From an optimization exercise on the open Yosys and OpenROAD flow, aimed at small area; shortcuts taken in it are not production practice.
Where RTL was checked, it was by simulation tests only, not by an equivalence proof against the original.
Only the layout flow was run in run 6; the RTL was not checked for function there.
The clock port is modelled as an ideal driver; clocking choices that lean on that would not hold on a real chip.
Power and IR drop assume default switching activity.

==> design/flow/design.v <==
`timescale 1ns / 1ps
module sevseg (
    input clk,
    input reset,
    input [3:0] digit,             
    output [1:0] digit_sel,        
    output [3:0] IO_SSEG_SEL,      
    output [6:0] IO_SSEG       
    );
    localparam [3:0] BLANK = 4'd12;    
    localparam [3:0] ALL_ON = 4'd15;   
    reg [2:0] phase;    
    reg [3:0] hold;     
    reg [3:0] st0, st2;
    reg [2:0] st1;
    reg [1:0] st3;
    reg [3:0] code;     
    wire [1:0] cur = phase[2:1];
    wire half = phase[0];
    assign digit_sel = cur + half;
    wire [1:0] prev = half ? cur : cur - 2'd1;
    wire blank = (code == BLANK);
    assign IO_SSEG_SEL = blank ? 4'b1111 : ~(4'b0001 << prev);
    reg [3:0] stored;
    always @(*) begin
        case (cur)
            2'd0: stored = st0;
            2'd1: stored = (st1 == 3'b111) ? ALL_ON : {1'b0, st1};
            2'd2: stored = st2;
            default: stored = (st3 == 2'b11) ? ALL_ON : {2'b00, st3};
        endcase
    end
    always @(posedge clk) begin
        if (reset) begin
            phase <= 0;
            hold <= 0;
            st0 <= 4'd8;
            st1 <= 3'b111;
            st2 <= 4'd8;
            st3 <= 2'b11;
            code <= BLANK;
        end else begin
            phase <= phase + 3'd1;
            if (half) begin
                code <= hold;
                hold <= digit;
            end else begin
                code <= stored;
                case (cur)
                    2'd0: st0 <= digit;
                    2'd1: st1 <= digit[2:0];
                    2'd2: st2 <= digit;
                    default: st3 <= digit[1:0];
                endcase
            end
        end
    end
    assign IO_SSEG[0] = (code == 4'd1) | (code == 4'd4) | (code == 4'd12);
    assign IO_SSEG[1] = (code == 4'd5) | (code == 4'd6) | (code == 4'd12);
    assign IO_SSEG[2] = (code == 4'd2) | (code == 4'd12);
    assign IO_SSEG[3] = (code == 4'd1) | (code == 4'd4) | (code == 4'd7) | (code == 4'd9) | (code == 4'd12);
    assign IO_SSEG[4] = (code == 4'd1) | (code == 4'd3) | (code == 4'd4) | (code == 4'd5) | (code == 4'd7) | (code == 4'd9) | (code == 4'd12);
    assign IO_SSEG[5] = (code == 4'd1) | (code == 4'd2) | (code == 4'd3) | (code == 4'd7) | (code == 4'd12);
    assign IO_SSEG[6] = (code == 4'd0) | (code == 4'd1) | (code == 4'd7) | (code == 4'd12);
endmodule
`timescale 1ns / 1ps
module Digital_Clock(
    input clk,  
    input reset,
    input IO_BTN_C,IO_BTN_U, IO_BTN_L, IO_BTN_R, IO_BTN_D,  
    input [0:0] IO_SWITCH, 
    output [6:0] IO_SSEG, output [3:0] IO_SSEG_SEL,  
    output [0:0] IO_LED,  
    output change_time,
    output alarm,
    output reg speaker,
    output led_reset
    );
    assign led_reset = 1;
    reg [3:0] counter;           
    reg [5:0] Seconds;           
    reg [5:0] Minutes;           
    reg [4:0] Hours;             
    reg [5:0] Minutes_other;     
    reg [4:0] Hours_other;
    reg current_bit;
    reg set_ct, set_al;          
    reg c_prev;                  
    reg AMPM, AM_PM;
    assign IO_LED[0] = AM_PM;
    wire clock_mode = ~set_ct & ~set_al;
    assign change_time = c_prev ? set_al : set_ct;
    assign alarm = c_prev ? clock_mode : set_al;
    wire sec60   = Seconds[5] & ~Seconds[4] & ~Seconds[2] & ~Seconds[1] & ~Seconds[0];
    wire cnt11   = counter[3] & counter[1] & counter[0];
    wire cnt_ge2 = counter[3] | counter[2] | counter[1];
    wire wrap    = clock_mode ? cnt11 : cnt_ge2;
    wire step    = ~clock_mode & cnt_ge2;
    wire [10:0] s_next;
    hm_unit shown_u(.m(Minutes), .h(Hours), .carry_in(sec60),
        .st(step), .bit_h(current_bit), .up(IO_BTN_U), .down(IO_BTN_D), .o(s_next));
    wire o_m60 = Minutes_other[5] & Minutes_other[4] & Minutes_other[3] & Minutes_other[2];
    wire o_h24 = Hours_other[4] & Hours_other[3];
    wire [5:0] o_m_next = o_m60 ? 6'd0 : Minutes_other;
    wire [4:0] o_h_next = o_h24 ? 5'd0 : o_m60 ? Hours_other + 5'd1 : Hours_other;
    wire swap = IO_BTN_C & ~clock_mode;    
    wire [1:0] digit_sel;
    wire [5:0] s_m = Minutes;
    wire [4:0] s_h = Hours;
    wire pm = (s_h >= 5'd12);
    reg [4:0] h_disp;
    always @(*) begin
        if (AMPM)                 h_disp = s_h;            
        else if (s_h == 5'd0)     h_disp = 5'd12;          
        else if (s_h > 5'd12)     h_disp = s_h - 5'd12;
        else                      h_disp = s_h;
    end
    wire [5:0] value = digit_sel[1] ? {1'b0, h_disp} : s_m;
    wire [2:0] tens = value / 10;
    wire [3:0] ones = value % 10;
    wire [3:0] digit = digit_sel[0] ? {1'b0, tens} : ones;
    sevseg display(.clk(clk), .reset(reset), .digit(digit),
        .digit_sel(digit_sel), .IO_SSEG_SEL(IO_SSEG_SEL), .IO_SSEG(IO_SSEG));
    always @(posedge clk) begin
        if (reset) begin
            counter <= 0;
            Seconds <= 0;
            Minutes <= 0;
            Hours <= 0;
            Minutes_other <= 1;
            Hours_other <= 0;
            current_bit <= 0;
            set_ct <= 1;
            set_al <= 0;
            c_prev <= 1;
            AMPM <= 0;
            AM_PM <= 0;
            speaker <= 0;
        end else begin
            counter <= wrap ? 4'd0 : counter + 4'd1;
            if (sec60)
                Seconds <= 0;
            else if (clock_mode & cnt11)
                Seconds <= {Seconds[4:0], ~(Seconds[5] ^ Seconds[4])};
            else if (clock_mode & IO_BTN_C)
                Seconds <= 0;
            if (swap) begin
                {Minutes, Hours} <= {o_m_next, o_h_next};
                {Minutes_other, Hours_other} <= s_next;
            end else begin
                {Minutes, Hours} <= s_next;
                {Minutes_other, Hours_other} <= {o_m_next, o_h_next};
            end
            if (clock_mode & IO_BTN_C)
                current_bit <= 0;
            else if (step & (IO_BTN_L | IO_BTN_R))
                current_bit <= ~current_bit;
            if (IO_BTN_C) begin
                set_ct <= clock_mode;
                set_al <= set_ct;
            end
            c_prev <= IO_BTN_C;
            if (clock_mode)
                speaker <= ({Hours, Minutes} == {Hours_other, Minutes_other});
            AMPM <= IO_SWITCH[0];
            AM_PM <= ~AMPM & pm;
        end
    end
endmodule
module hm_unit(input [5:0] m, input [4:0] h, input carry_in, st, bit_h, up, down,
               output [10:0] o);
    wire m60 = m[5] & m[4] & m[3] & m[2];
    wire h24 = h[4] & h[3];
    wire m0  = ~|m;
    wire h0  = ~|h;
    wire h1  = (h == 5'd1);
    wire stm = st & ~bit_h;
    wire sth = st & bit_h;
    wire dn_any = down & ~(m0 & h0);
    wire dec_m = stm & dn_any;
    wire inc_m = carry_in | (stm & up & ~dn_any);
    wire dn_h  = down & ~h0;
    wire dec_h = dn_h & (sth | (stm & m0));
    wire inc_h = m60 | (sth & up & ~dn_h);
    reg [5:0] nm; reg [4:0] nh;
    always @(*) begin
        nm = m; nh = h;
        if (inc_m) nm = m + 6'd1;
        if (dec_m) nm = m0 ? 6'd59 : m - 6'd1;
        if (m60)   nm = 0;
        if (inc_h) nh = h + 5'd1;
        if (dec_h) nh = h1 ? 5'd12 : h - 5'd1;
        if (h24)   nh = 0;
    end
    assign o = {nm, nh};
endmodule
==> design/flow/flow/run.sh <==
#!/bin/bash
# Layout flow: the standard flow (standard.sh / ORFS) with
#  - synthesis: the standard flow's synthesis script with an area-oriented ABC mapping
#    script (flow/abc_map.script) and no adder-cell mapping;
#  - port buffers of the smallest buffer cell;
#  - clock buffering by flow/pre_cts.tcl (a root clock buffer driving four
#    clock buffers, each driving a quarter of the flip-flops) instead of
#    TritonCTS's tree.
# Each tool's output goes to its own log in this folder.
set -euo pipefail
HERE=$(pwd)
export FLOW_ABC_SCRIPT=$HERE/flow/abc_map.script
MK=(make -C "$FLOW_HOME" DESIGN_CONFIG="$FLOW_CONFIG" WORK_HOME="$HERE/orfs" CLKGATE_MAP_FILE=
    SYNTH_SCRIPT="$HERE/flow/synth.tcl" ADDER_MAP_FILE=
    "BUFFER_PORTS_ARGS=-buffer_cell sky130_fd_sc_hd__buf_1"
    "CTS_ARGS=-clk_nets clk -sink_clustering_enable -dont_use_dummy_load -buf_list sky130_fd_sc_hd__clkbuf_8"
    PRE_CTS_TCL="$HERE/flow/pre_cts.tcl")
export FLOW_CLOCK_BUFFER=sky130_fd_sc_hd__clkbuf_8
export FLOW_CLOCK_ROOT_BUFFER=sky130_fd_sc_hd__clkbuf_2
"${MK[@]}" synth > "$HERE/log_synth.log" 2>&1
"${MK[@]}" finish > "$HERE/log_finish.log" 2>&1
R=$HERE/orfs/results/$FLOW_PLATFORM/Digital_Clock/base
: # left out here: write the final layout as DEF
==> design/flow/flow/abc_map.script <==
strash; &get -n; &deepsyn -T 20; &put; dc2; dch -f; amap; topo; dnsize
==> design/flow/flow/pre_cts.tcl <==
# Clock buffering for this small design: the flip-flops are split into four
# groups by position (halves by x, then each half by y); one clock buffer,
# placed at the centre of its group, drives each group's clock pins. A root
# clock buffer at the centre of all flip-flops drives the four, and the
# clock port drives only the root buffer. TritonCTS is then run on the
# port's net only (CTS_ARGS -clk_nets clk), which has a single sink, so it
# adds nothing.
set block [ord::get_db_block]
set db [ord::get_db]
set master [$db findMaster $::env(FLOW_CLOCK_BUFFER)]
set clknet [$block findNet clk]
set sinks {}
foreach iterm [$clknet getITerms] {
  set loc [[$iterm getInst] getLocation]
  lappend sinks [list $iterm [lindex $loc 0] [lindex $loc 1]]
}
proc halves { items idx } {
  set s [lsort -integer -index $idx $items]
  set h [expr {[llength $s] / 2}]
  return [list [lrange $s 0 [expr {$h - 1}]] [lrange $s $h end]]
}
set rootnet [odb::dbNet_create $block clknet_root]
$rootnet setSigType CLOCK
set root [odb::dbInst_create $block [$db findMaster $::env(FLOW_CLOCK_ROOT_BUFFER)] clkbuf_root]
[$root findITerm A] connect $clknet
[$root findITerm X] connect $rootnet
set rx 0; set ry 0
foreach s $sinks { set rx [expr {$rx + [lindex $s 1]}]; set ry [expr {$ry + [lindex $s 2]}] }
$root setLocation [expr {$rx / [llength $sinks]}] [expr {$ry / [llength $sinks]}]
$root setPlacementStatus PLACED
set groups {}
foreach half [halves $sinks 1] {
  foreach q [halves $half 2] { lappend groups $q }
}
set g 0
foreach grp $groups {
  set net [odb::dbNet_create $block clknet_g$g]
  $net setSigType CLOCK
  set inst [odb::dbInst_create $block $master clkbuf_g$g]
  set sx 0; set sy 0
  foreach s $grp {
    set iterm [lindex $s 0]
    $iterm disconnect
    $iterm connect $net
    set sx [expr {$sx + [lindex $s 1]}]
    set sy [expr {$sy + [lindex $s 2]}]
  }
  set n [llength $grp]
  [$inst findITerm A] connect $rootnet
  [$inst findITerm X] connect $net
  $inst setLocation [expr {$sx / $n}] [expr {$sy / $n}]
  $inst setPlacementStatus PLACED
  puts "clock buffer clkbuf_g$g ($::env(FLOW_CLOCK_BUFFER)) drives $n clock pins"
  incr g
}
global_connect
detailed_placement
==> design/flow/flow/synth.tcl <==
# The standard synthesis (synth_recipe.tcl), with one change: the final
# technology mapping uses the ABC script in abc_map.script (area oriented).
proc synth {args} { yosys synth -nofsm -noshare {*}$args }
proc abc {args} {
  set i [lsearch -exact $args -script]
  if { $i >= 0 && ![string match *retime* [lindex $args [expr {$i + 1}]]] } {
    lset args [expr {$i + 1}] $::env(FLOW_ABC_SCRIPT)
  }
  yosys abc {*}$args
}
source $::env(SCRIPTS_DIR)/synth.tcl
# left out here: clear keep_hierarchy, flatten, clean up, hide names made inside functions, write 1_2_yosys.v
==> design/flow/standard.sh <==
#!/bin/bash
# synth_recipe.tcl (not shown) runs the flow's synth.tcl, then flattens the netlist and writes it again
# the make line also repeats each setting of config.mk as NAME=value (left out here)
make -C /OpenROAD-flow-scripts/flow DESIGN_CONFIG=/design/flow/config.mk WORK_HOME=/design/flow/orfs CLKGATE_MAP_FILE= SYNTH_SCRIPT=/design/flow/synth_recipe.tcl "${@:-finish}"
==> design/flow/config.mk <==
export PLATFORM = sky130hd
export DESIGN_NAME = Digital_Clock
export DESIGN_NICKNAME = Digital_Clock
export VERILOG_FILES = /design/flow/design.v
export SDC_FILE = /design/flow/constraint.sdc
export NUM_CORES = 4
export LEC_CHECK = 0
export ABC_AREA = 1
export CAP_MARGIN = 20
export CORE_MARGIN = 2
export CORE_UTILIZATION = 65
export SLEW_MARGIN = 20
==> design/flow/constraint.sdc <==
create_clock -name core_clock -period 10.0 [get_ports {clk}]
set_input_delay 2.0000 -clock core_clock [delete_from_list [all_inputs] [get_ports {clk}]]
set_output_delay 2.0000 -clock core_clock [all_outputs]
set_load 0.01 [all_outputs]
==> results of run 1 <==
[final cells by class]
cell class | count | area [um^2] | area share (%)
Inverter | 65 | 244 | 7.64
Tap cell | 52 | 65.1 | 2.04
Multi-Input combinational cell | 276 | 1480 | 46.4
Timing Repair Buffer | 22 | 82.6 | 2.58
Buffer | 5 | 60.1 | 1.88
Sequential cell | 63 | 1260 | 39.5
[power breakdown]
group / internal (mW) / switching [mW] / leakage [nW]
registers: 0.264 / 0.0100 / 0.513
clock network: 0.0384 / 0.0740 / 0.0329
logic: 0.0317 / 0.0646 / 0.503
total: 0.334 / 0.149 / 1.05
[worst max-delay path by stage]
| stage | start | end | slack, ns | cells past startpoint |
|---|---|---|---|---|
| after floorplan | IO_BTN_D | Hours[4] | 6.41 | 11 |
| final | display.phase[1] | display.hold[3] | 5.66 | 14 |
| after detailed placement | display.phase[1] | display.hold[3] | 5.85 | 14 |
| after CTS | display.phase[1] | display.hold[3] | 5.82 | 14 |
| after global placement | display.phase[1] | display.hold[3] | 5.84 | 17 |
| after global routing | display.phase[1] | display.hold[3] | 5.20 | 14 |
[metal layers]
layer	part of all wire, %	up-vias	GRT usage, %
li1	-	1494	-
met1	45	1358	45.0
met2	42	174	45.3
met3	11	28	3.94
met4	2.3	0	6.29
met5	0	-	0
[through the flow]
step | util, % | hold slack, ns
2_1_floorplan | - | 0.413
3_3_place_gp | 71.5 | 0.430
3_5_place_dp | 71.5 | 0.433
4_1_cts | 72.9 | 0.433
5_1_grt | 72.9 | 0.477
6_report | 72.9 | 0.446
[registers in the layout, indices dropped and copies added, names as in the netlist]
register,count
display.phase,3
display.st1,3
Minutes,6
Minutes_other,6
display.code,4
set_al,1
Hours,5
c_prev,1
display.st2,4
AM_PM,1
display.st0,4
speaker,1
display.hold,4
current_bit,1
counter,4
set_ct,1
display.st3,2
AMPM,1
Seconds,6
Hours_other,5
[cells by family (layout without fill, tap and decap cells)]
group | count (synthesis) | after routing | share of synthesized area (%)
flip-flops | 63 | 63 | 42.1
buffers and inverters | 66 | 92 | 8.40
AO/OA/AOI/OAI | 137 | 137 | 29.4
other | 1 | 1 | 0.125
AND/OR/NAND/NOR | 138 | 138 | 20.0
[layout by cell type (no fill, tap or decap), types with 3 or more instances in the layout]
master and n:
a21oi_1 20, buf_1 22, clkbuf_8 4, clkinv_1 65, dfxtp_1 63, nand2_1 30, nand3_1 9, nand4_1 3
nor2_1 68, nor3_1 8, nor4_1 3, o211ai_1 3, o21a_1 6, o21ai_0 29, o221ai_1 4, o22ai_1 49
o32ai_1 7, or2_0 9, or3_1 3
==> results.txt, run 1 <==
CP Data Required Time slightly above 10 ns; final setup fails 0; Avg Cell Area, Syn ~7.4 um^2; status timing/DRC/antenna clean; Die X 71.9 um; GRT Total Usage between 20 and 30%; wirelength, routed about 7.4 mm; Synth Cell Area ~3000 um^2; fin cells roughly 480; Post-Layout Inst Area between 3000 and 4000 um^2; min-delay src counter[0]; pin count of the biggest net entering global routing 17; placed cells around 480; initial cell density of the core ~68%; Core ar. 4380 um^2; count leader, synth nor2_1; fill count approximately 370; CP Launch Type flop; reg2reg setup slack about 5.7 ns; Worst R2R Path Depth 14; WL per Instance between 15 and 20 um; ys flop type dfxtp_1; WS Path Type flop to flop; Antenna Cells 0; hold path cells 1; post-synth top area share a little over two fifths; fraction of layout cells with a size suffix above 1 under 10%; average via count per standard cell 6.32; Final Critical Period approximately 4.3 ns; vias in the first global route 2,734; number of cell rows 24; Synth-to-Final Area Change 6.68%; largest vdd supply drop about 160 uV; Pwr Total a little under 0.5 mW; Clock Latency Late Sink 0.44 ns; die area just over 5000 um^2; CTS clk-pin slew, worst paths 0.10 ns; worst-path cell chain clkinv_1 -> o22ai_1 -> nor2_1 -> nor2_1 -> clkinv_1 -> o32ai_1 -> clkinv_1 -> o21ai_0 -> nor2_1 -> a21oi_1 -> a32oi_1 -> a22oi_1 -> clkinv_1 -> a32o_1; Pwr Density 151 nW/um^2; placement-stage cell area between 3000 and 4000 um^2; Reg-to-Reg End display.hold[3]; Synth async-reset ratio 0%; GP Congestion 1.02; RSZ-0062 raised after global routing no; HPWL after detailed placement 5.68 mm; first-pass GRT wire length 12.6 mm; Initial DRC Count 262; Seq cells post-synth 63; Max FO, Critical Path 7; max-cap violation count 0; setup TNS 0 ns; post-CTS setup buffer count 0; register area share after synthesis between 40% and 50%; hold endpoint counter[0]; IO Count 24; critical path's top delay family compound AO/OA/AOI/OAI gates; final hold violations 0; DRC viols 0; Post-synth top cells nor2_1, clkinv_1, dfxtp_1, o22ai_1, nand2_1; r2r startpoint display.phase[1]; worst slack, placed just under 6 ns; initial antenna violation count 0; Clock Skew between 0.01 and 0.015 ns; cell mode on critical path clkinv_1; Crit-path slowest cell o21ai_0; fin crit share a little over two fifths; grt ovf 0; Final nets roughly 440; WP buf/inv 4; Syn Nets just over 400; drt first pass iters 6; # resized after CTS 0; Post-synth EDFFs 0; Routed Antenna Nets 0; Syn. warnings 3; Worst Path Arrival between 4 and 5 ns; Peak Freq 0.230 GHz; synthesized instance count between 400 and 500; Yosys cell types 37; Worst Tran Pin Value 0.813 ns; static leakage roughly 1.0 nW; via count a little over 3k; Hold Crit Class flop to flop; fin worst setup slack between 5 and 6 ns; critical path endpoint category flop; max-slew violations 0; Post-CTS Hold Fix Bufs 0; slowest stage delay, CP slightly above 0.6 ns; Die H 71.9 um; Rel. slew slack 45.6%; post-synth top area cell dfxtp_1; top post-synthesis cells by area dfxtp_1, o22ai_1, nor2_1; PortBufs 22
==> run 2: changes to the inputs <==
--- a/design/flow/design.v
+++ b/design/flow/design.v
@@ -9,16 +9,16 @@
     );
     localparam [3:0] BLANK = 4'd12;    
     localparam [3:0] ALL_ON = 4'd15;   
-    reg [2:0] phase;    
+    reg [1:0] nd;       
+    reg half;           
     reg [3:0] hold;     
     reg [3:0] st0, st2;
     reg [2:0] st1;
     reg [1:0] st3;
     reg [3:0] code;     
-    wire [1:0] cur = phase[2:1];
-    wire half = phase[0];
-    assign digit_sel = cur + half;
-    wire [1:0] prev = half ? cur : cur - 2'd1;
+    assign digit_sel = nd;
+    wire [1:0] cur = nd;
+    wire [1:0] prev = nd - 2'd1;
     wire blank = (code == BLANK);
     assign IO_SSEG_SEL = blank ? 4'b1111 : ~(4'b0001 << prev);
     reg [3:0] stored;
@@ -32,7 +32,8 @@
     end
     always @(posedge clk) begin
         if (reset) begin
-            phase <= 0;
+            nd <= 0;
+            half <= 0;
             hold <= 0;
             st0 <= 4'd8;
             st1 <= 3'b111;
@@ -40,7 +41,8 @@
             st3 <= 2'b11;
             code <= BLANK;
         end else begin
-            phase <= phase + 3'd1;
+            half <= ~half;
+            if (!half) nd <= nd + 2'd1;
             if (half) begin
                 code <= hold;
                 hold <= digit;
==> run 2 against run 1 <==
- first-iteration DRC count decreased by 15%
- largest cell class unchanged
- routed wire length fell by 3.5%
- still clean on timing, DRC and antenna
- setup slack better by 0.32 ns
==> results.txt, run 2 <==
max-cap violation count 0 (unchanged); Peak Freq 0.248 GHz (+7.8%); vias in the first global route 2,685 (-1.8%); Post-synth EDFFs 0 (unchanged); post-synth top area share 42.5% (+0.43 points); Reg-to-Reg End display.hold[1]; CTS clk-pin slew, worst paths 0.09 ns (about the same); Syn. warnings 3 (unchanged); via count 2,940 (-3.7%); Post-synth top cells nor2_1, dfxtp_1, clkinv_1, o22ai_1, nand2_1; final hold violations 0 (unchanged); post-CTS setup buffer count 0 (unchanged); CP Launch Type flop; Synth Cell Area 2970 um^2 (-1.0%); GRT Total Usage 28.6% (-1.1 points); Worst Tran Pin Value 0.749 ns (-0.0639 ns); average via count per standard cell 6.16 (-2.5%); proportion of power drawn by the clock network 23.0% (-0.3 points); RSZ-0062 raised after global routing no; Max FO, Critical Path 15 (+8); sequential power share 56.7% (about the same); commonest non-fill, non-tap cell in the layout nor2_1; critical path endpoint category output pin; Post-CTS Hold Fix Bufs 0 (unchanged); hold endpoint counter[0]; status timing/DRC/antenna clean; Die X 71.5 um (-0.47%); post-synth top area cell dfxtp_1; setup TNS 0 ns (unchanged); CP Data Required Time 8.00 ns (-2.34 ns); Seq cells post-synth 63 (unchanged); Pwr Total 0.494 mW (+2.3%); Internal Pwr Total 0.338 mW (+1.2%); register area share after synthesis 42.5% (+0.43 points); Hold Crit Class flop to flop; synthesized instance count 399 (-1.5%); fin worst setup slack 5.97 ns (+0.316 ns); first-pass GRT wire length 12.1 mm (-4.0%); die area 5120 um^2 (-0.94%); Final Critical Period 4.03 ns (-0.316 ns); GP Congestion 0.950 (-7.2%); Synth-to-Final Area Change 6.75% (about the same); Rel. slew slack 49.6% (+3.9 points); drt first pass iters 5 (-1); reg2reg setup slack 6.96 ns (+1.30 ns); switch share 31.6% (+0.75 points); Antenna Cells 0 (unchanged); DRC viols 0 (unchanged); largest vdd supply drop 138 uV (-12%); PortBufs 22 (unchanged); Worst Path Arrival 2.03 ns (-2.65 ns); switching power total 0.156 mW (+4.8%); fin crit share 40.3% (-3.2 points); Final nets 435 (-1.4%); Pwr Density 156 nW/um^2 (+3.3%); final setup fails 0 (unchanged); initial cell density of the core 67.6% (-0.68 points); Post-Layout Inst Area 3170 um^2 (-0.94%); pin count of the biggest net entering global routing 17 (unchanged); fraction of layout cells with a size suffix above 1 1.18% (+0.016 points); top post-synthesis cells by area dfxtp_1, o22ai_1, nor2_1; Clock Skew 0.00902 ns (-0.00116 ns); Top Registers Minutes x6, Minutes_other x6, Seconds x6; worst slack, placed 6.11 ns (+0.258 ns); Avg Cell Area, Syn 7.43 um^2 (+0.49%); # resized after CTS 0 (unchanged); r2r startpoint display.nd[1]; Gate power share 20.3% (+0.3 points); min-delay src counter[0]; Routed Antenna Nets 0 (unchanged); Die H 71.5 um (-0.47%); count leader, synth nor2_1; Yosys cell types 35 (-5.4%); Syn Nets 407 (-1.5%); max-slew violations 0 (unchanged); static leakage 1.07 nW (+1.5%); hold path cells 1 (unchanged); number of cell rows 24 (unchanged); Core ar. 4380 um^2 (unchanged); most frequent cells in the layout nor2_1, dfxtp_1, clkinv_1, o22ai_1, nand2_1; IO Count 24 (unchanged); Initial DRC Count 224 (-15%); WL per Instance 14.9 um (-2.3%); initial antenna violation count 0 (unchanged); Worst R2R Path Depth 12 (-2); grt ovf 0 (unchanged); Synth async-reset ratio 0% (unchanged); HPWL after detailed placement 5.45 mm (-4.2%); wirelength, routed 7.11 mm (-3.5%); Clock Latency Late Sink 0.43 ns (about the same); WS Path Type flop to output pin; placement-stage cell area 3110 um^2 (-0.96%); ys flop type dfxtp_1
[run 2: cell families after synthesis]
family	count (synthesis)	synth area share, %
compound gates	142	30.4
buf+inv	60	7.72
flops	63	42.5
other cells	1	0.126
simple gates	133	19.2
[run 2: through the flow]
step | instances | util, % | hold slack, ns
6_report | 477 | 72.2 | 0.458
3_3_place_gp | 472 | 70.8 | 0.426
2_1_floorplan | 399 | - | 0.413
4_1_cts | 477 | 72.2 | 0.450
3_5_place_dp | 472 | 70.8 | 0.450
5_1_grt | 477 | 72.2 | 0.476
[run 2: worst max-delay path by stage]
stage / slack [ns] / cells past startpoint / end / from
after CTS: 6.09 / 15 / Minutes_other[4] / IO_BTN_D
after global routing: 5.83 / 4 / IO_SSEG_SEL[1] / display.nd[1]
after global placement: 6.22 / 15 / Minutes_other[4] / IO_BTN_D
final: 5.97 / 4 / IO_SSEG_SEL[1] / display.nd[1]
after floorplan: 6.44 / 14 / Minutes_other[4] / IO_BTN_D
after detailed placement: 6.11 / 15 / Minutes_other[4] / IO_BTN_D
[run 2: layer usage]
| layer | track usage (%) | vias to the layer above | wire (um) | part of all wire, % |
|---|---|---|---|---|
| met5 | 0 | - | 0 | 0 |
| met4 | 8.39 | 0 | 200 | 2.8 |
| met3 | 2.11 | 19 | 371 | 5.2 |
| met2 | 51.6 | 100 | 3480 | 49 |
| met1 | 36.5 | 1318 | 3070 | 43 |
| li1 | - | 1503 | - | - |
[run 2: area by class of cell]
| cell class | count | area, um^2 |
|---|---|---|
| Tap cell | 52 | 65.1 |
| Timing Repair Buffer | 22 | 82.6 |
| Sequential cell | 63 | 1260 |
| Multi-Input combinational cell | 276 | 1480 |
| Buffer | 5 | 60.1 |
| Inverter | 59 | 221 |
| Fill cell | 383 | 1220 |
[run 2: power groups by stage]
stage | Clock [mW] | Sequential [mW] | Combinational (mW)
global placement | 0 | 0.285 | 0.0972
floorplan | 0 | 0.281 | 0.0734
detailed placement | 0 | 0.285 | 0.0986
global route | 0.123 | 0.282 | 0.113
finish | 0.114 | 0.280 | 0.100
CTS | 0.0829 | 0.286 | 0.0992
[run 2: worst max-delay path, cell delays in order, from the launching register on]
cell      delay (ns)
dfxtp_1         0.65
clkinv_1        0.39
nor2_1          0.34
nand2_1         0.09
buf_1           0.13
==> run 3: changes to the inputs <==
--- a/design/flow/design.v
+++ b/design/flow/design.v
@@ -5,7 +5,7 @@
     input [3:0] digit,             
     output [1:0] digit_sel,        
     output [3:0] IO_SSEG_SEL,      
-    output [6:0] IO_SSEG       
+    output [6:0] IO_SSEG           
     );
     localparam [3:0] BLANK = 4'd12;    
     localparam [3:0] ALL_ON = 4'd15;   
@@ -17,13 +17,12 @@
     reg [1:0] st3;
     reg [3:0] code;     
     assign digit_sel = nd;
-    wire [1:0] cur = nd;
     wire [1:0] prev = nd - 2'd1;
     wire blank = (code == BLANK);
     assign IO_SSEG_SEL = blank ? 4'b1111 : ~(4'b0001 << prev);
     reg [3:0] stored;
     always @(*) begin
-        case (cur)
+        case (nd)
             2'd0: stored = st0;
             2'd1: stored = (st1 == 3'b111) ? ALL_ON : {1'b0, st1};
             2'd2: stored = st2;
@@ -34,27 +33,23 @@
         if (reset) begin
             nd <= 0;
             half <= 0;
-            hold <= 0;
-            st0 <= 4'd8;
+            hold <= ALL_ON;
+            st0 <= 4'd0;
             st1 <= 3'b111;
-            st2 <= 4'd8;
+            st2 <= ALL_ON;
             st3 <= 2'b11;
             code <= BLANK;
         end else begin
             half <= ~half;
             if (!half) nd <= nd + 2'd1;
-            if (half) begin
-                code <= hold;
-                hold <= digit;
-            end else begin
-                code <= stored;
-                case (cur)
-                    2'd0: st0 <= digit;
-                    2'd1: st1 <= digit[2:0];
-                    2'd2: st2 <= digit;
-                    default: st3 <= digit[1:0];
-                endcase
-            end
+            code <= hold;
+            hold <= stored;
+            case (nd)
+                2'd0: st0 <= digit;
+                2'd1: st1 <= digit[2:0];
+                2'd2: st2 <= digit;
+                default: st3 <= digit[1:0];
+            endcase
         end
     end
     assign IO_SSEG[0] = (code == 4'd1) | (code == 4'd4) | (code == 4'd12);
==> run 3 against run 2 <==
- maximum frequency is 4.9% higher
- core utilization rose by 0.096 points
- sequential cell count did not move
- clock power is essentially flat
- critical path type unchanged
- largest power group unchanged
==> results.txt, run 3 <==
Clock Skew 0.00552 ns (-0.00350 ns); register area share after synthesis 42.8% (+0.25 points); # resized after CTS 0 (unchanged); critical path's top delay family flip-flops; Peak Freq 0.261 GHz (+4.9%); setup TNS 0 ns (unchanged); synthesized instance count 396 (-0.75%); Routed Antenna Nets 0 (unchanged); average via count per standard cell 6.05 (-1.8%); vias in the first global route 2,662 (-0.86%); Syn Nets 404 (-0.74%); initial cell density of the core 67.7% (about the same); adder-cell share of the synthesized area 0% (unchanged); Post-synth top cells nor2_1, dfxtp_1, clkinv_1, o22ai_1, nand2_1; final hold violations 0 (unchanged); worst slack, placed 5.73 ns (-0.377 ns); initial antenna violation count 0 (unchanged); M1 GR Usage 40.8% (+4.3 points); ys flop type dfxtp_1; Post-synth EDFFs 0 (unchanged); HPWL after detailed placement 5.35 mm (-1.9%); WP buf/inv 2 (unchanged); placed cells 469 (-0.64%); switch share 31.6% (+0.051 points); M3 GR Usage 2.25% (+0.14 points); Top Registers Minutes x6, Minutes_other x6, Seconds x6; Max FO, Critical Path 12 (-3); largest family of logic cells by synthesized area compound AO/OA/AOI/OAI gates; Worst R2R Path Depth 12 (unchanged); top post-synthesis cells by area dfxtp_1, o22ai_1, nor2_1; Post-Layout Inst Area 3150 um^2 (-0.55%); die area 5090 um^2 (-0.56%); status timing/DRC/antenna clean; max-slew violations 0 (unchanged); WS Path Type flop to output pin; Worst Tran Pin Value 0.870 ns (+0.121 ns); post-synth top area cell dfxtp_1; CP Launch Type flop; RSZ-0062 raised after global routing no; fin cells 474 (-0.63%); placement-stage cell area 3090 um^2 (-0.56%); Rel. slew slack 41.8% (-7.7 points); final core utilization 72.3% (+0.096 points); Gate power share 22.2% (+1.9 points); r2r startpoint Hours[3]; pin count of the biggest net entering global routing 17 (unchanged); drt first pass iters 5 (unchanged); hold path cells 1 (unchanged); Clock Latency Late Sink 0.43 ns (about the same); GRT Total Usage 28.1% (-0.42 points); switching power total 0.162 mW (+3.7%); Die X 71.3 um (-0.28%); sequential power share 55.6% (-1.1 points); Final Critical Period 3.84 ns (-0.190 ns); post-synth top area share 42.8% (+0.25 points); wirelength, routed 6.98 mm (-1.9%); Synth Cell Area 2950 um^2 (-0.59%); DRC viols 0 (unchanged); Compound-Gate Fraction of Synth Area 27.5% (-2.9 points); met2 Use GR 46.0% (-5.7 points); grt peak-use layer met2; static leakage 1.05 nW (-1.6%); Antenna Cells 0 (unchanged); min-delay src display.hold[2]; post-CTS setup buffer count 0 (unchanged); commonest non-fill, non-tap cell in the layout nor2_1; critical path endpoint category output pin; CTS clk-pin slew, worst paths 0.09 ns (about the same); first-pass GRT wire length 12.0 mm (-0.63%); Synth async-reset ratio 0% (unchanged); CP Depth 3 (-1); fraction of layout cells with a size suffix above 1 1.18% (+0.0084 points); most frequent cells in the layout nor2_1, dfxtp_1, clkinv_1, o22ai_1, nand2_1; Initial DRC Count 223 (-0.45%); Crit. Startpoint display.nd[1]; Die H 71.3 um (-0.28%); CP Data Required Time 8.00 ns (about the same); Pwr Density 162 nW/um^2 (+4.1%); Final nets 432 (-0.69%); proportion of power drawn by the clock network 22.2% (-0.8 points); Yosys cell types 34 (-2.9%); multiplexer share of the synthesized area 0% (unchanged); GP Congestion 1.05 (+10%); max-cap violation count 0 (unchanged); PortBufs 22 (unchanged); Worst Path Arrival 1.84 ns (-0.19 ns); WL per Instance 14.7 um (-1.3%); largest vdd supply drop 127 uV (-8.4%); Avg Cell Area, Syn 7.44 um^2 (+0.16%); fill count 387 (+1.0%); XOR/XNOR Fraction of Synth Area 0% (unchanged); count leader, synth nor2_1; Synth Area in Simple Gates 21.4% (+2.2 points); Seq cells post-synth 63 (unchanged); IO Count 24 (unchanged); Hold Crit Class flop to flop; Syn. warnings 3 (unchanged); Synth-to-Final Area Change 6.79% (about the same); number of cell rows 24 (unchanged); fin crit share 38.4% (-1.9 points); fin worst setup slack 6.16 ns (+0.190 ns); via count 2,868 (-2.4%); grt ovf 0 (unchanged); final setup fails 0 (unchanged); Crit-path slowest cell dfxtp_1; Post-CTS Hold Fix Bufs 0 (unchanged); worst-path cell chain clkinv_1 -> or3_1 -> buf_1; slowest stage delay, CP 0.49 ns (-0.16 ns); Core ar. 4350 um^2 (-0.68%); Internal Pwr Total 0.349 mW (+3.4%)
## run 3: routing by layer
metal	vias up	share of wire, %
met3	11	6.6
met1	1280	46
met4	0	2.1
met2	116	45
li1	1461	-
met5	-	0
## run 3: power by group through the flow
stage	Clock, mW	Sequential (mW)	Combinational, mW
final	0.113	0.284	0.114
after global routing	0.122	0.287	0.127
after CTS	0.0829	0.290	0.112
after detailed placement	0	0.289	0.111
after global placement	0	0.289	0.109
after floorplan	0	0.286	0.0843
## run 3: kinds of logic (layout without fill, tap and decap cells)
logic type,count (synthesis),in the layout
AOI/OAI and AO/OA,124,124
buffers and inverters,63,89
DFF,63,63
other,1,1
and+or+nand+nor,145,145
## run 3: path summary, 6_finish.rpt
kind                endpoint  slack, ns
max reg2reg   display.st0[1]       7.09
min          display.code[2]       0.43
min reg2reg  display.code[2]       0.43
max           IO_SSEG_SEL[1]       6.16
## run 3: layout make-up
type	count	area, um^2	area share (%)
sequential	63	1260	40.1
inverter	62	233	7.39
buffer	5	60.1	1.91
multi-input combinational	270	1450	45.9
tap	52	65.1	2.07
timing repair buffer	22	82.6	2.62
## run 3: per-stage QoR
step	total power, mW	hold WS [ns]
5_1_grt	0.536	0.462
2_1_floorplan	0.370	0.391
6_report	0.511	0.432
3_3_place_gp	0.398	0.414
4_1_cts	0.485	0.410
3_5_place_dp	0.401	0.410
==> run 4: changes to the inputs <==
--- a/design/flow/design.v
+++ b/design/flow/design.v
@@ -18,7 +18,7 @@
     reg [3:0] code;     
     assign digit_sel = nd;
     wire [1:0] prev = nd - 2'd1;
-    wire blank = (code == BLANK);
+    wire blank = code[3] & code[2] & ~code[1];    
     assign IO_SSEG_SEL = blank ? 4'b1111 : ~(4'b0001 << prev);
     reg [3:0] stored;
     always @(*) begin
@@ -52,13 +52,13 @@
             endcase
         end
     end
-    assign IO_SSEG[0] = (code == 4'd1) | (code == 4'd4) | (code == 4'd12);
-    assign IO_SSEG[1] = (code == 4'd5) | (code == 4'd6) | (code == 4'd12);
-    assign IO_SSEG[2] = (code == 4'd2) | (code == 4'd12);
-    assign IO_SSEG[3] = (code == 4'd1) | (code == 4'd4) | (code == 4'd7) | (code == 4'd9) | (code == 4'd12);
-    assign IO_SSEG[4] = (code == 4'd1) | (code == 4'd3) | (code == 4'd4) | (code == 4'd5) | (code == 4'd7) | (code == 4'd9) | (code == 4'd12);
-    assign IO_SSEG[5] = (code == 4'd1) | (code == 4'd2) | (code == 4'd3) | (code == 4'd7) | (code == 4'd12);
-    assign IO_SSEG[6] = (code == 4'd0) | (code == 4'd1) | (code == 4'd7) | (code == 4'd12);
+    assign IO_SSEG[0] = (~code[3] & ~code[2] & ~code[1] & code[0]) | (code[2] & ~code[1] & ~code[0]);
+    assign IO_SSEG[1] = (code[3] & code[2] & ~code[1]) | (code[2] & ~code[1] & code[0]) | (code[2] & code[1] & ~code[0]);
+    assign IO_SSEG[2] = (code[3] & code[2] & ~code[1]) | (~code[2] & code[1] & ~code[0]);
+    assign IO_SSEG[3] = (~code[3] & code[2] & code[1] & code[0]) | (~code[2] & ~code[1] & code[0]) | (code[2] & ~code[1] & ~code[0]);
+    assign IO_SSEG[4] = (~code[3] & code[0]) | (~code[2] & code[0]) | (code[2] & ~code[1]);
+    assign IO_SSEG[5] = (~code[3] & ~code[2] & code[0]) | (~code[3] & code[1] & code[0]) | (code[3] & code[2] & ~code[1]) | (~code[2] & code[1]);
+    assign IO_SSEG[6] = (~code[3] & ~code[2] & ~code[1]) | (~code[3] & code[2] & code[1] & code[0]) | (code[3] & code[2] & ~code[1]);
 endmodule
 `timescale 1ns / 1ps
 module Digital_Clock(
==> run 4 against run 3 <==
- combinational power decreased by 31%
- register-to-register slack better by 0.02 ns
- clock power hardly changed
- critical path type unchanged
- largest power group unchanged
==> results.txt, run 4 <==
fin cells 468 (-1.3%); Routed Antenna Nets 0 (unchanged); Final nets 426 (-1.4%); Post-synth EDFFs 0 (unchanged); Die X 71.0 um (-0.55%); GRT Total Usage 28.4% (+0.26 points); most frequent cells in the layout dfxtp_1, nor2_1, clkinv_1, o22ai_1, nand2_1; drt first pass iters 5 (unchanged); CP Data Required Time 8.00 ns (about the same); slowest stage delay, CP 0.53 ns (+0.04 ns); vias in the first global route 2,599 (-2.4%); initial antenna violation count 0 (unchanged); top post-synthesis cells by area dfxtp_1, o22ai_1, nor2_1; worst slack, placed 6.00 ns (+0.271 ns); largest vdd supply drop 135 uV (+6.9%); status timing/DRC/antenna clean; worst-path cell chain clkinv_1 -> nor2_1 -> nand2_1 -> buf_1; DRC viols 0 (unchanged); Post-CTS Hold Fix Bufs 0 (unchanged); initial cell density of the core 67.4% (-0.31 points); Pwr Total 0.467 mW (-8.7%); Antenna Cells 0 (unchanged); CP Launch Type flop; Worst Path Arrival 1.99 ns (+0.15 ns); Synth Cell Area 2910 um^2 (-1.1%); Hold Crit Class flop to flop; synthesized instance count 389 (-1.8%); WS Path Type flop to output pin; Pwr Density 149 nW/um^2 (-7.9%); # resized after CTS 0 (unchanged); final core utilization 72.2% (-0.11 points); r2r startpoint set_al; Top Registers Minutes x6, Minutes_other x6, Seconds x6; RSZ-0062 raised after global routing no; Post-Layout Inst Area 3120 um^2 (-0.83%); register area share after synthesis 43.3% (+0.50 points); placement-stage cell area 3060 um^2 (-0.85%); Initial DRC Count 323 (+45%); Gate power share 16.9% (-5.3 points); PortBufs 22 (unchanged); average via count per standard cell 6.24 (+3.2%); GP Congestion 0.918 (-12%); HPWL after detailed placement 5.21 mm (-2.6%); Worst Tran Pin Value 0.714 ns (-0.156 ns); Clock Skew 0.0163 ns (+0.0108 ns); pin count of the biggest net entering global routing 23 (+6); die area 5030 um^2 (-1.1%); reg2reg setup slack 7.11 ns (+0.02 ns); first-pass GRT wire length 12.1 mm (+0.86%); Seq cells post-synth 63 (unchanged); critical path endpoint category output pin; switch share 28.9% (-2.7 points); Peak Freq 0.251 GHz (-3.8%); static leakage 1.04 nW (-1.3%); Internal Pwr Total 0.332 mW (-5.1%); Clock Latency Late Sink 0.42 ns (about the same); critical path's top delay family simple AND/OR/NAND/NOR gates; Crit. Startpoint display.nd[1]; WL per Instance 14.9 um (+1.4%); Crit-path slowest cell dfxtp_1; Synth async-reset ratio 0% (unchanged); worst hold slack 0.422 ns (-0.0102 ns); post-synth top area cell dfxtp_1; Reg-to-Reg End Hours_other[3]; Max FO, Critical Path 9 (-3); post-synth top area share 43.3% (+0.50 points); Worst R2R Path Depth 17 (+5); number of cell rows 24 (unchanged); sequential power share 59.3% (+3.7 points); fill count 345 (-11%); Core ar. 4320 um^2 (-0.69%); Post-synth top cells dfxtp_1, nor2_1, clkinv_1, o22ai_1, nand2_1; proportion of power drawn by the clock network 23.9% (+1.7 points); wirelength, routed 6.98 mm (about the same); max-slew violations 0 (unchanged); Final Critical Period 3.99 ns (+0.152 ns); final hold violations 0 (unchanged); CTS clk-pin slew, worst paths 0.09 ns (about the same); setup TNS 0 ns (unchanged); IO Count 24 (unchanged); fin crit share 39.9% (+1.5 points); fin worst setup slack 6.01 ns (-0.152 ns); post-CTS setup buffer count 0 (unchanged); Worst Setup EP IO_SSEG_SEL[1]; Syn Nets 397 (-1.7%); final setup fails 0 (unchanged); grt ovf 0 (unchanged); ys flop type dfxtp_1; max-cap violation count 0 (unchanged); Avg Cell Area, Syn 7.49 um^2 (+0.63%); Syn. warnings 3 (unchanged); Die H 71.0 um (-0.55%); Synth-to-Final Area Change 7.13%; switching power total 0.135 mW (-17%); fraction of layout cells with a size suffix above 1 1.44% (+0.26 points); Rel. slew slack 52.3% (+10 points); placed cells 463 (-1.3%); CP Depth 4 (+1); WP buf/inv 2 (unchanged); via count 2,921 (+1.8%); Yosys cell types 37 (+8.8%)
-- run 4: changes by cell type after synthesis, sizes merged, moves of 3 or more --
cell    before  now
a211oi       0    6
a21oi       11    7
clkinv      62   56
nand3        2   10
nor2        66   63
o21ai       28   37
or2         11    7
or3          7    3
-- run 4: cell type report --
type                    count  area, um^2  share of cell area (%)
multi-input cells         269        1440                    46.0
inverters                  56         210                    6.73
flip-flops and latches     63        1260                    40.4
well taps                  52        65.1                    2.08
plain buffers               5        60.1                    1.92
repair buffers             23        90.1                    2.89
-- run 4: layer usage --
layer	vias to the layer above	wire [um]	GRT usage (%)	part of all wire, %
met5	-	0	0	0
met4	0	173	6.29	2.5
met3	23	405	2.71	5.8
met2	110	3050	43.4	44
met1	1329	3360	43.8	48
li1	1459	-	-	-
-- run 4: worst reg2reg max path: stages (launching register included) --
cell,delay (ns)
dfxtp_1,0.32
nor2_1,0.36
clkinv_1,0.26
o21ai_0,0.18
clkinv_1,0.17
nand2_1,0.14
nor2_1,0.08
clkinv_1,0.09
nor2_1,0.07
nor2_1,0.12
o21ai_0,0.12
nor2b_1,0.18
nand3_1,0.11
nor2_1,0.08
nor2_1,0.17
nor2_1,0.06
a21oi_1,0.17
o22ai_1,0.10
-- run 4: power groups by stage --
stage	logic, mW	clock network (mW)	registers [mW]
6_report	0.0786	0.111	0.277
5_1_grt	0.0888	0.121	0.279
4_1_cts	0.0777	0.0829	0.282
3_5_place_dp	0.0774	0	0.282
3_3_place_gp	0.0763	0	0.282
2_1_floorplan	0.0570	0	0.279
-- run 4: worst min-delay path by stage --
stage	from	endpoint	depth (start not counted)
2_1_floorplan	display.hold[2]	display.code[2]	1
3_3_place_gp	display.hold[3]	display.code[3]	1
3_5_place_dp	display.hold[2]	display.code[2]	1
4_1_cts	display.hold[2]	display.code[2]	1
5_1_grt	display.hold[2]	display.code[2]	1
6_report	display.hold[2]	display.code[2]	1
-- run 4: kinds of logic (layout without fill, tap and decap cells) --
family	Yosys count	count (layout)	share of synthesized area [%]
and+or+nand+nor	141	141	20.8
AOI/OAI and AO/OA	127	127	28.3
DFF	63	63	43.3
buffers and inverters	57	84	7.47
other	1	1	0.129
==> run 5: changes to the inputs <==
==> design/flow/flow/abc_map.script (replaced) <==
strash; &get -n; &deepsyn -T 20; &put; dch -f; amap; topo; dnsize
==> run 5 against run 4 <==
- largest power group unchanged
- register-to-register slack better by 0.04 ns
- critical path type unchanged
- synthesized cell count down 0.77%
- sequential power about the same
- routed wire length down 1.2%
- maximum frequency down 0.45%
- sequential cell count unchanged
- still clean
==> results.txt, run 5 <==
Synth Cell Area 2900 um^2 (-0.64%); Avg Cell Area, Syn 7.50 um^2 (+0.13%); WS Path Type flop to output pin; Core ar. 4320 um^2 (unchanged); DRC viols 0 (unchanged); max-slew violations 0 (unchanged); Synth-to-Final Area Change 6.91%; switch share 29.4% (+0.48 points); largest family of logic cells by synthesized area compound AO/OA/AOI/OAI gates; final hold violations 0 (unchanged); count leader, synth dfxtp_1; Worst Path Arrival 2.01 ns (+0.02 ns); Hold Crit Class flop to flop; proportion of power drawn by the clock network 23.9% (about the same); initial cell density of the core 67.0% (-0.43 points); Clock Latency Late Sink 0.42 ns (about the same); vias in the first global route 2,650 (+2.0%); Post-synth top cells dfxtp_1, clkinv_1, nor2_1, o22ai_1, nand2_1; HPWL after detailed placement 5.24 mm (+0.62%); static leakage 1.03 nW (about the same); fill count 377 (+9.3%); Gate power share 17.1% (+0.2 points); placement-stage cell area 3040 um^2 (-0.86%); GP Congestion 0.932 (+1.5%); Peak Freq 0.249 GHz (-0.45%); slowest stage delay, CP 0.52 ns (about the same); Max FO, Critical Path 9 (unchanged); critical path's top delay family simple AND/OR/NAND/NOR gates; Rel. slew slack 59.3% (+7.0 points); Syn Nets 394 (-0.76%); max-cap violation count 0 (unchanged); XOR/XNOR Fraction of Synth Area 0% (unchanged); Final Critical Period 4.01 ns (+0.0180 ns); Initial DRC Count 316 (-2.2%); final setup fails 0 (unchanged); Compound-Gate Fraction of Synth Area 29.9% (+1.6 points); GRT Total Usage 28.0% (-0.36 points); Antenna Cells 0 (unchanged); initial antenna violation count 0 (unchanged); Clock Skew 0.00632 ns (-0.0100 ns); Crit-path slowest cell nor2_1; sequential power share 59.0% (-0.3 points); switching power total 0.138 mW (+2.5%); Synth async-reset ratio 0% (unchanged); Syn. warnings 3 (unchanged); synthesized instance count 386 (-0.77%); Post-Layout Inst Area 3100 um^2 (-0.84%); Synth Area in Simple Gates 18.5% (-2.3 points); via count 2,934 (+0.45%); commonest non-fill, non-tap cell in the layout dfxtp_1; worst-path cell chain clkinv_1 -> nor2_1 -> nand2_1 -> buf_1; register area share after synthesis 43.6% (+0.28 points); CP Launch Type flop; Worst Tran Pin Value 0.611 ns (-0.103 ns); Post-CTS Hold Fix Bufs 0 (unchanged); Pwr Density 152 nW/um^2 (+1.7%); critical path endpoint category output pin; drt first pass iters 5 (unchanged); setup TNS 0 ns (unchanged); fin crit share 40.1% (+0.18 points); post-synth top area share 43.6% (+0.28 points); fraction of layout cells with a size suffix above 1 1.21% (-0.23 points); grt ovf 0 (unchanged); CTS clk-pin slew, worst paths 0.10 ns (about the same); adder-cell share of the synthesized area 0% (unchanged); post-CTS setup buffer count 0 (unchanged); ys flop type dfxtp_1; status timing/DRC/antenna clean; largest vdd supply drop 119 uV (-12%); PortBufs 22 (unchanged); WL per Instance 14.9 um (-0.34%); WP buf/inv 2 (unchanged); first-pass GRT wire length 11.9 mm (-1.4%); # resized after CTS 0 (unchanged); RSZ-0062 raised after global routing no; Internal Pwr Total 0.332 mW (+0.12%); Die H 70.7 um (-0.30%); Yosys cell types 35 (-5.4%); Routed Antenna Nets 0 (unchanged); multiplexer share of the synthesized area 0% (unchanged); Die X 70.7 um (-0.30%); Post-synth EDFFs 0 (unchanged); IO Count 24 (unchanged); most frequent cells in the layout dfxtp_1, clkinv_1, nor2_1, o22ai_1, nand2_1; pin count of the biggest net entering global routing 23 (unchanged); top post-synthesis cells by area dfxtp_1, o22ai_1, clkinv_1; number of cell rows 24 (unchanged); Seq cells post-synth 63 (unchanged); Top Registers Minutes x6, Minutes_other x6, Seconds x6; CP Data Required Time 8.00 ns (about the same); average via count per standard cell 6.32 (+1.3%); post-synth top area cell dfxtp_1; die area 5000 um^2 (-0.61%); Final nets 422 (-0.94%); wirelength, routed 6.90 mm (-1.2%)
-- run 5: changes by cell type in the layout (fill, tap and decap cells not counted), sizes merged, moves of 4 or more --
cell	delta
o21ai	-5
nor2	-11
a21oi	+7
or2	-4
nand2	+4
-- run 5: area by class of cell --
cell class	count	area [um^2]	share of cell area [%]
Buffer	5	60.1	1.94
Multi-Input combinational cell	263	1410	45.4
Sequential cell	63	1260	40.7
Tap cell	52	65.1	2.10
Timing Repair Buffer	22	82.6	2.67
Inverter	59	221	7.15
-- run 5: cell families after synthesis --
family | count (synthesis)
flip-flops | 63
other | 1
buffers and inverters | 60
AND/OR/NAND/NOR | 126
AO/OA/AOI/OAI | 136
-- run 5: power by group through the flow --
stage | clock network, mW | logic [mW] | registers, mW
3_3_place_gp | 0 | 0.0773 | 0.282
2_1_floorplan | 0 | 0.0581 | 0.280
4_1_cts | 0.0829 | 0.0794 | 0.283
6_report | 0.112 | 0.0804 | 0.278
3_5_place_dp | 0 | 0.0789 | 0.283
5_1_grt | 0.122 | 0.0904 | 0.279
-- run 5: metrics by stage --
step / power [mW] / hold slack [ns] / util, % / std cells / worst slack [ns]
after floorplan: 0.338 / 0.391 / - / 386 / 6.45
after global placement: 0.360 / 0.396 / 70.2 / 459 / 6.01
after detailed placement: 0.362 / 0.420 / 70.2 / 459 / 5.94
after CTS: 0.445 / 0.420 / 71.6 / 464 / 5.91
after global routing: 0.492 / 0.454 / 71.6 / 464 / 5.79
final: 0.470 / 0.444 / 71.6 / 464 / 5.99
-- run 5: path summary, 6_finish.rpt --
| kind | start | to | slack [ns] | cells after the start |
|---|---|---|---|---|
| worst min-delay path | display.hold[0] | display.code[0] | 0.44 | 1 |
| worst min register to register | display.hold[0] | display.code[0] | 0.44 | 1 |
| worst max-delay path | display.nd[1] | IO_SSEG_SEL[1] | 5.99 | 4 |
| worst max register to register | Minutes[3] | Hours[2] | 7.15 | 11 |
-- run 5: routing by layer --
metal / up-vias / track usage [%] / share of wire (%)
met5: - / 0 / 0
met4: 0 / 8.39 / 2.8
met3: 17 / 4.27 / 7.7
met2: 139 / 44.7 / 44
met1: 1331 / 39.7 / 46
li1: 1447 / - / -
-- run 5: worst reg2reg max path, cell delays in order (launching register included) --
cell and delay, ns:
dfxtp_1 0.40, nor4_1 0.37, nand3_1 0.15, a21oi_1 0.36, nand2_1 0.17, o211ai_1 0.16
nand2_1 0.15, or3_1 0.36, nor2_1 0.18, a221oi_1 0.07, o21ai_0 0.25, o22ai_1 0.11
==> run 6: changes to the inputs <==
--- a/design/flow/design.v
+++ b/design/flow/design.v
@@ -5,24 +5,25 @@
     input [3:0] digit,             
     output [1:0] digit_sel,        
     output [3:0] IO_SSEG_SEL,      
-    output [6:0] IO_SSEG           
+    output [6:0] IO_SSEG       
     );
     localparam [3:0] BLANK = 4'd12;    
     localparam [3:0] ALL_ON = 4'd15;   
-    reg [1:0] nd;       
-    reg half;           
+    reg [2:0] phase;    
     reg [3:0] hold;     
     reg [3:0] st0, st2;
     reg [2:0] st1;
     reg [1:0] st3;
     reg [3:0] code;     
-    assign digit_sel = nd;
-    wire [1:0] prev = nd - 2'd1;
-    wire blank = code[3] & code[2] & ~code[1];    
+    wire [1:0] cur = phase[2:1];
+    wire half = phase[0];
+    assign digit_sel = cur + half;
+    wire [1:0] prev = half ? cur : cur - 2'd1;
+    wire blank = (code == BLANK);
     assign IO_SSEG_SEL = blank ? 4'b1111 : ~(4'b0001 << prev);
     reg [3:0] stored;
     always @(*) begin
-        case (nd)
+        case (cur)
             2'd0: stored = st0;
             2'd1: stored = (st1 == 3'b111) ? ALL_ON : {1'b0, st1};
             2'd2: stored = st2;
@@ -31,34 +32,36 @@
     end
     always @(posedge clk) begin
         if (reset) begin
-            nd <= 0;
-            half <= 0;
-            hold <= ALL_ON;
-            st0 <= 4'd0;
+            phase <= 0;
+            hold <= 0;
+            st0 <= 4'd8;
             st1 <= 3'b111;
-            st2 <= ALL_ON;
+            st2 <= 4'd8;
             st3 <= 2'b11;
             code <= BLANK;
         end else begin
-            half <= ~half;
-            if (!half) nd <= nd + 2'd1;
-            code <= hold;
-            hold <= stored;
-            case (nd)
-                2'd0: st0 <= digit;
-                2'd1: st1 <= digit[2:0];
-                2'd2: st2 <= digit;
-                default: st3 <= digit[1:0];
-            endcase
+            phase <= phase + 3'd1;
+            if (half) begin
+                code <= hold;
+                hold <= digit;
+            end else begin
+                code <= stored;
+                case (cur)
+                    2'd0: st0 <= digit;
+                    2'd1: st1 <= digit[2:0];
+                    2'd2: st2 <= digit;
+                    default: st3 <= digit[1:0];
+                endcase
+            end
         end
     end
-    assign IO_SSEG[0] = (~code[3] & ~code[2] & ~code[1] & code[0]) | (code[2] & ~code[1] & ~code[0]);
-    assign IO_SSEG[1] = (code[3] & code[2] & ~code[1]) | (code[2] & ~code[1] & code[0]) | (code[2] & code[1] & ~code[0]);
-    assign IO_SSEG[2] = (code[3] & code[2] & ~code[1]) | (~code[2] & code[1] & ~code[0]);
-    assign IO_SSEG[3] = (~code[3] & code[2] & code[1] & code[0]) | (~code[2] & ~code[1] & code[0]) | (code[2] & ~code[1] & ~code[0]);
-    assign IO_SSEG[4] = (~code[3] & code[0]) | (~code[2] & code[0]) | (code[2] & ~code[1]);
-    assign IO_SSEG[5] = (~code[3] & ~code[2] & code[0]) | (~code[3] & code[1] & code[0]) | (code[3] & code[2] & ~code[1]) | (~code[2] & code[1]);
-    assign IO_SSEG[6] = (~code[3] & ~code[2] & ~code[1]) | (~code[3] & code[2] & code[1] & code[0]) | (code[3] & code[2] & ~code[1]);
+    assign IO_SSEG[0] = (code == 4'd1) | (code == 4'd4) | (code == 4'd12);
+    assign IO_SSEG[1] = (code == 4'd5) | (code == 4'd6) | (code == 4'd12);
+    assign IO_SSEG[2] = (code == 4'd2) | (code == 4'd12);
+    assign IO_SSEG[3] = (code == 4'd1) | (code == 4'd4) | (code == 4'd7) | (code == 4'd9) | (code == 4'd12);
+    assign IO_SSEG[4] = (code == 4'd1) | (code == 4'd3) | (code == 4'd4) | (code == 4'd5) | (code == 4'd7) | (code == 4'd9) | (code == 4'd12);
+    assign IO_SSEG[5] = (code == 4'd1) | (code == 4'd2) | (code == 4'd3) | (code == 4'd7) | (code == 4'd12);
+    assign IO_SSEG[6] = (code == 4'd0) | (code == 4'd1) | (code == 4'd7) | (code == 4'd12);
 endmodule
 `timescale 1ns / 1ps
 module Digital_Clock(
@@ -74,7 +77,8 @@
     output led_reset
     );
     assign led_reset = 1;
-    reg [3:0] counter;           
+    reg [1:0] cnt_hi;            
+    reg [1:0] cnt_lo;            
     reg [5:0] Seconds;           
     reg [5:0] Minutes;           
     reg [4:0] Hours;             
@@ -89,8 +93,9 @@
     assign change_time = c_prev ? set_al : set_ct;
     assign alarm = c_prev ? clock_mode : set_al;
     wire sec60   = Seconds[5] & ~Seconds[4] & ~Seconds[2] & ~Seconds[1] & ~Seconds[0];
-    wire cnt11   = counter[3] & counter[1] & counter[0];
-    wire cnt_ge2 = counter[3] | counter[2] | counter[1];
+    wire lo2     = cnt_lo[1];
+    wire cnt11   = cnt_hi[1] & cnt_hi[0] & lo2;
+    wire cnt_ge2 = cnt_hi[1] | cnt_hi[0] | lo2;
     wire wrap    = clock_mode ? cnt11 : cnt_ge2;
     wire step    = ~clock_mode & cnt_ge2;
     wire [10:0] s_next;
@@ -120,7 +125,8 @@
         .digit_sel(digit_sel), .IO_SSEG_SEL(IO_SSEG_SEL), .IO_SSEG(IO_SSEG));
     always @(posedge clk) begin
         if (reset) begin
-            counter <= 0;
+            cnt_hi <= 0;
+            cnt_lo <= 0;
             Seconds <= 0;
             Minutes <= 0;
             Hours <= 0;
@@ -134,7 +140,14 @@
             AM_PM <= 0;
             speaker <= 0;
         end else begin
-            counter <= wrap ? 4'd0 : counter + 4'd1;
+            if (wrap) begin
+                cnt_hi <= 0;
+                cnt_lo <= 0;
+            end else if (lo2) begin
+                cnt_hi <= cnt_hi + 2'd1;
+                cnt_lo <= 0;
+            end else
+                cnt_lo <= cnt_lo + 2'd1;
             if (sec60)
                 Seconds <= 0;
             else if (clock_mode & cnt11)
==> design/flow/flow/abc_map.script (replaced) <==
strash; &get -n; &deepsyn -T 20; &put; dc2; dch -f; amap; topo; dnsize
==> run 6 against run 5 <==
- still clean on timing, DRC and antenna
- combinational power is 12% higher
- core utilization is 1.7 points higher
- register-to-register slack worse by 1.1 ns
- critical endpoint is now IO_SSEG_SEL[3]
==> results.txt, run 6 <==
status timing/DRC/antenna clean; Post-synth top cells clkinv_1, nor2_1, dfxtp_1, o22ai_1, nand2_1; min-delay src cnt_lo[0]; Core ar. 4410 um^2 (+2.1%); post-CTS setup buffer count 0 (unchanged); Die H 72.3 um (+2.2%); count leader, synth clkinv_1; met3 wire length 777 um (+46%); grt ovf 0 (unchanged); drt first pass iters 6 (+1); Post-CTS Hold Fix Bufs 0 (unchanged); DRC viols 0 (unchanged); average via count per standard cell 6.49 (+2.7%); Gate power share 18.9% (+1.8 points); via count 3,195 (+8.9%); switching power total 0.146 mW (+5.5%); Synth Cell Area 3030 um^2 (+4.8%); Post-synth EDFFs 0 (unchanged); r2r startpoint display.phase[1]; CTS clk-pin slew, worst paths 0.10 ns (about the same); multi-input logic area 1500 um^2 (+6.4%); Routed Antenna Nets 0 (unchanged); PortBufs 22 (unchanged); Crit. Startpoint display.phase[1]; initial cell density of the core 68.7% (+1.8 points); fill count 362 (-4.0%); top post-synthesis cells by area dfxtp_1, clkinv_1, nor2_1; final hold violations 0 (unchanged); post-synth top area share 41.6% (-2.0 points); fraction of layout cells with a size suffix above 1 1.14% (-0.077 points); IO Count 24 (unchanged); Hold Crit Class flop to flop; Yosys cell types 37 (+5.7%); Rel. slew slack 41.7% (-18 points); Seq cells post-synth 63 (unchanged); Synth-to-Final Area Change 6.60%; sequential power share 57.1% (-1.9 points); Worst Path Arrival 2.50 ns (+0.49 ns); Clock Skew 0.0164 ns (+0.0100 ns); WS Path Type flop to output pin; Initial DRC Count 292 (-7.6%); Peak Freq 0.222 GHz (-11%); proportion of power drawn by the clock network 24.0% (about the same); switch share 30.6% (+1.2 points); Avg Cell Area, Syn 7.33 um^2 (-2.3%); first-pass GRT wire length 12.7 mm (+6.7%); GP Congestion 0.985 (+5.6%); Antenna Cells 0 (unchanged); fin crit share 45.0% (+4.9 points); Final nets 450 (+6.6%); Syn Nets 422 (+7.1%); largest vdd supply drop 130 uV (+9.4%); Post-Layout Inst Area 3230 um^2 (+4.5%); number of cell rows 24 (unchanged); Die X 72.3 um (+2.2%); CP Data Required Time 8.00 ns (about the same); Top Registers Minutes x6, Minutes_other x6, Seconds x6; FF+latch area 1260 um^2 (unchanged); WL per Instance 16.0 um (+7.5%); placement-stage cell area 3170 um^2 (+4.6%); critical path endpoint category output pin; pin count of the biggest net entering global routing 17 (-26%); Clock Latency Late Sink 0.46 ns (+0.04 ns); setup TNS 0 ns (unchanged); Pwr Density 147 nW/um^2 (-3.1%); ys flop type dfxtp_1; Syn. warnings 3 (unchanged); # resized after CTS 0 (unchanged); die area 5230 um^2 (+4.5%); final setup fails 0 (unchanged); register area share after synthesis 41.6% (-2.0 points); DRT met1 WL 3.58 mm (+13%); Synth async-reset ratio 0% (unchanged); Pwr Total 0.476 mW (+1.2%); Final Critical Period 4.50 ns (+0.491 ns); commonest non-fill, non-tap cell in the layout clkinv_1; wire length on met2 3.37 mm (+12%); CP Launch Type flop; wirelength, routed 7.87 mm (+14%); RSZ-0062 raised after global routing no; max layer used met4; GRT Total Usage 30.0% (+2.0 points); Internal Pwr Total 0.330 mW (-0.54%); post-synth top area cell dfxtp_1; static leakage 1.06 nW (+2.2%); max-slew violations 0 (unchanged); Worst Tran Pin Value 0.872 ns (+0.261 ns); vias in the first global route 2,675 (+0.94%); synthesized instance count 414 (+7.3%); max-cap violation count 0 (unchanged); initial antenna violation count 0 (unchanged); final core utilization 73.3% (+1.7 points); worst hold slack 0.416 ns (-0.0285 ns); HPWL after detailed placement 5.94 mm (+13%); most frequent cells in the layout clkinv_1, nor2_1, dfxtp_1, o22ai_1, nand2_1; Max FO, Critical Path 9 (unchanged)
-- run 6: critical path, stage by stage, from the launching register on --
cell,delay [ns]
dfxtp_1,0.42
clkinv_1,0.17
o22ai_1,0.49
nor2_1,0.15
nor2_1,0.51
nand3_1,0.13
buf_1,0.16
-- run 6: cells by family after synthesis --
kind of cell,share of synthesized area [%]
compound gates,29.2
buf+inv,9.15
flops,41.6
other cells,0.124
simple gates,20.0
-- run 6: metal layers --
metal,vias to the layer above,global-route usage [%]
li1,1551,-
met1,1453,47.0
met2,174,44.0
met3,17,4.31
met4,0,5.87
met5,-,0
-- run 6: path summary, 6_finish.rpt --
path	endpoint	slack [ns]	cells past startpoint
hold / removal	cnt_lo[0]	0.42	1
setup reg to reg	display.st0[1]	6.06	9
setup / recovery	IO_SSEG_SEL[3]	5.50	6
hold reg to reg	cnt_lo[0]	0.42	1
-- run 6: layout make-up --
| cell class | instances | area share, % |
|---|---|---|
| sequential | 63 | 39.0 |
| timing repair buffer | 22 | 2.55 |
| buffer | 5 | 1.86 |
| multi-input combinational | 278 | 46.2 |
| inverter | 72 | 8.36 |
| tap | 52 | 2.01 |
-- run 6: metrics by stage --
step | cells | setup WS [ns]
after global placement | 487 | 6.11
final | 492 | 5.50
after detailed placement | 487 | 6.04
after floorplan | 414 | 6.49
after CTS | 492 | 6.05
after global routing | 492 | 5.29
-- run 6: power by group through the flow --
stage,combinational (mW),clock (mW),sequential (mW)
CTS,0.0886,0.0829,0.277
global route,0.100,0.125,0.273
detailed placement,0.0884,0,0.277
global placement,0.0869,0,0.277
finish,0.0901,0.114,0.272
floorplan,0.0639,0,0.275

==> afterwards: timing with drivers on the ports <==
In the flow no input, the clock included, has a driving cell. The finished layouts below were timed again as built, in two steps. Step 1, drivers: a clkbuf_16 drives clk and a buf_2 each remaining input, both assumed. Step 2 also shifts input and output timing later by t, the mid clock arrival at the registers, as if the neighbouring blocks saw the same clock. Slacks: ideal / step 1 / step 2; pairs: ideal / step 1.
| run | t, ns | slack for setup (ns) | clock arrival spread, ns | worst data-port slew with drivers (ns) | pins driven straight from the clock port |
|---|---|---|---|---|---|
| run 1 | 0.457 | 5.656 / 5.656 / 5.656 | 0.010 / 0.010 | 0.03 | 1 |
| run 2 | 0.449 | 5.972 / 5.949 / 6.026 | 0.009 / 0.009 | 0.03 | 1 |
| run 3 | 0.454 | 6.162 / 6.135 / 5.724 | 0.007 / 0.006 | 0.03 | 1 |
| run 4 | 0.437 | 6.010 / 5.985 / 5.926 | 0.016 / 0.016 | 0.03 | 1 |
| run 5 | 0.444 | 5.992 / 5.968 / 5.897 | 0.007 / 0.007 | 0.03 | 1 |
| run 6 | 0.482 | 5.501 / 5.475 / 5.957 | 0.016 / 0.016 | 0.03 | 1 |
After both steps every run listed still meets setup and hold. For run 3, which loses most, drivers alone change the setup slack by -0.027 ns; drivers and shift together by -0.438 ns.
